This is an optimization exercise on Yosys and OpenROAD, whose aim is small area, not a production implementation.
Function was checked by simulation only, so behaviour that the tests miss may differ from the original.
No activity file was given, so power comes from the tool's default toggle rates.

==> v21 <==
Design agc_core, start of the top module:
module agc_core(
    input wire clk,
    input wire rst,
    input wire BLKUPL_n,
    input wire BMGXM,
    input wire BMGXP,
    input wire BMGYM,
    input wire BMGYP,
    input wire BMGZM,
    input wire BMGZP,
    input wire CAURST,
    input wire CDUFAL,
    input wire CDUXM,
    input wire CDUXP,
    input wire CDUYM,
    input wire CDUYP,
    input wire CDUZM,
    input wire CDUZP,
    input wire CTLSAT,
    input wire DBLTST,
    input wire DKBSNC,
    input wire DKEND,
    input wire DKSTRT,
    input wire DOSCAL,
    input wire FLTOUT,
    input wire FREFUN,
    input wire GATEX_n,
    input wire GATEY_n,
    input wire GATEZ_n,
    input wire GCAPCL,
    input wire GUIREL,
    input wire HOLFUN,
    input wire IMUCAG,
    input wire IMUFAL,
    input wire IMUOPR,
    input wire IN3008,
    input wire IN3212,
    input wire IN3213,
    input wire IN3214,
    input wire IN3216,
    input wire IN3301,
    input wire ISSTOR,
    input wire LEMATT,
    input wire LFTOFF,
    input wire LRIN0,
    input wire LRIN1,
    input wire LRRLSC,
    input wire LVDAGD,
    input wire MAINRS,
    input wire MAMU,
    input wire MANmP,
    input wire MANmR,
    input wire MANmY,
    input wire MANpP,
    input wire MANpR,
    input wire MANpY,
    input wire MARK,
    input wire MDT01,
    input wire MDT02,
    input wire MDT03,
    input wire MDT04,
    input wire MDT05,
    input wire MDT06,
    input wire MDT07,
    input wire MDT08,
    input wire MDT09,
    input wire MDT10,
    input wire MDT11,
    input wire MDT12,
    input wire MDT13,
    input wire MDT14,
    input wire MDT15,
    input wire MDT16,
    input wire MKEY1,
    input wire MKEY2,
    input wire MKEY3,
    input wire MKEY4,
    input wire MKEY5,
    input wire MLDCH,
    input wire MLOAD,
    input wire MNHNC,
    input wire MNHRPT,
    input wire MNHSBF,
    input wire MNIMmP,
    input wire MNIMmR,
    input wire MNIMmY,
    input wire MNIMpP,
    input wire MNIMpR,
    input wire MNIMpY,
    input wire MONPAR,
    input wire MONWBK,
  ...
Settings: LEC_CHECK=0, CAP_MARGIN=20, CORE_MARGIN=2, CORE_UTILIZATION=45, SLEW_MARGIN=20; clock period 10.0 ns.
standard.sh (not shown) runs the stock make flow with config.mk's settings and CLKGATE_MAP_FILE= SYNTH_SCRIPT=/design/flow/synth_recipe.tcl, a recipe that flattens the netlist after the stock synthesis.
==> flow/flow/run.sh <==
#!/bin/bash
# Own layout flow: the standard flow (standard.sh, unchanged synthesis),
# with two placement/CTS arguments changed:
#  - port buffers use the smallest buffer (buf_1) instead of the default pick;
#  - clock tree synthesis without dummy loads, with the clustering settings below.
# Every tool's output goes to flow.log here; ORFS keeps its per-step logs in orfs/logs.
set -euo pipefail
cd "$(dirname "$0")/.."
CTS="-sink_clustering_enable -repair_clock_nets -dont_use_dummy_load"
CTS="$CTS -buf_list sky130_fd_sc_hd__clkbuf_8 -sink_clustering_size 17 -sink_clustering_max_diameter 60"
bash standard.sh "CTS_ARGS=$CTS" "BUFFER_PORTS_ARGS=-buffer_cell sky130_fd_sc_hd__buf_1" finish > flow.log 2>&1
==> v4 (differences from v21) <==
--- a/flow/config.mk
+++ b/flow/config.mk
@@ -7,5 +7,5 @@
 export LEC_CHECK = 0
 export CAP_MARGIN = 20
 export CORE_MARGIN = 2
-export CORE_UTILIZATION = 45
+export CORE_UTILIZATION = 65
 export SLEW_MARGIN = 20
==> qor summary <==
metric	v21	v4
Hold path cells	0	1
Area growth, synth to finish	7.21%	5.95%
Initial standard-cell utilization of the core	45.1%	65.3%
Worst reg2reg path startpoint	U31016_F_y	U2121_C_y
Drt total wl	551000 um	528000 um
Min setup slack post-route	4460 ps	4900 ps
Total number of vias	121000	122000
Fin area	229000 sq um	226000 sq um
Share of the clock period used by the worst path after layout	55.4%	51.0%
Die width	693 um	577 um
Outcome	finished clean	finished clean
Met3 layer wire length in the routed design	32800 um	33700 um
Vias in the first global route	116000	116000
Pin count of the biggest net entering global routing	148	183

========
==> run a: inputs <==
agc_core, a different RTL version from the one above (not shown whole).
export LEC_CHECK = 0
export CAP_MARGIN = 20
export CORE_MARGIN = 2
export CORE_UTILIZATION = 65
export SLEW_MARGIN = 20
create_clock -name core_clock -period 10.0 [get_ports {clk}]
Scripts as last shown in full above: flow/flow/run.sh
==> inputs of run b, as changes to run a <==
--- a/flow/flow/run.sh
+++ b/flow/flow/run.sh
@@ -8,4 +8,4 @@
 cd "$(dirname "$0")/.."
 CTS="-sink_clustering_enable -repair_clock_nets -dont_use_dummy_load"
-CTS="$CTS -buf_list sky130_fd_sc_hd__clkbuf_8 -sink_clustering_size 17 -sink_clustering_max_diameter 60"
+CTS="$CTS -buf_list sky130_fd_sc_hd__clkbuf_8 -sink_clustering_size 19 -sink_clustering_max_diameter 70"
 bash standard.sh "CTS_ARGS=$CTS" "BUFFER_PORTS_ARGS=-buffer_cell sky130_fd_sc_hd__buf_1" finish > flow.log 2>&1
==> run notes <==
In wire length, run a and run b hardly differ. In die area, run a and run b do not differ. Clock power: run b is smaller than run a (about 4%). Between run b and run a, the lower worst setup slack is in run b (gap 0.051 ns). Non-clock buffer count is the same in run a and run b. In run a the first-iteration DRC count is lower than in run b, by about 0.37%. Of run a and run b, run a has the higher maximum frequency (gap about 1%, measured against run b). Between run a and run b, the lower sequential share of layout area is in run a (gap 0.25 points).

port drivers added, routing unchanged:
The results above use ideal ports. As a check the final layouts listed here were re-extracted and re-timed, cells and wires unchanged. Step 1: set_driving_cell puts a clkbuf_16 on clk and a buf_2 on each other input, an assumption about the parent block. Step 2 times the ports against the registers' clock, not the clock port: input delays grow and output delays shrink by t, the midpoint of the rising clock arrivals with the driver on. Slacks: ideal / step 1 / step 2; pairs: ideal / step 1.
| run | t, ns | setup WS [ns] | worst hold slack (ns) |
|---|---|---|---|
| v21 | 1.341 | 4.463 / 4.344 / 4.720 | 0.290 / 0.290 / 0.290 |
| v4 | 1.303 | 4.895 / 4.791 / 4.421 | 0.337 / 0.337 / 0.337 |
| run a | 1.225 | 4.955 / 4.853 / 4.661 | 0.325 / 0.325 / 0.325 |
| run b | 1.225 | 4.904 / 4.790 / 4.627 | 0.347 / 0.347 / 0.347 |
After both steps setup and hold are still met in every run listed. The setup slack of v4, which loses most, moves by -0.104 ns with the drivers and by -0.474 ns with both steps.
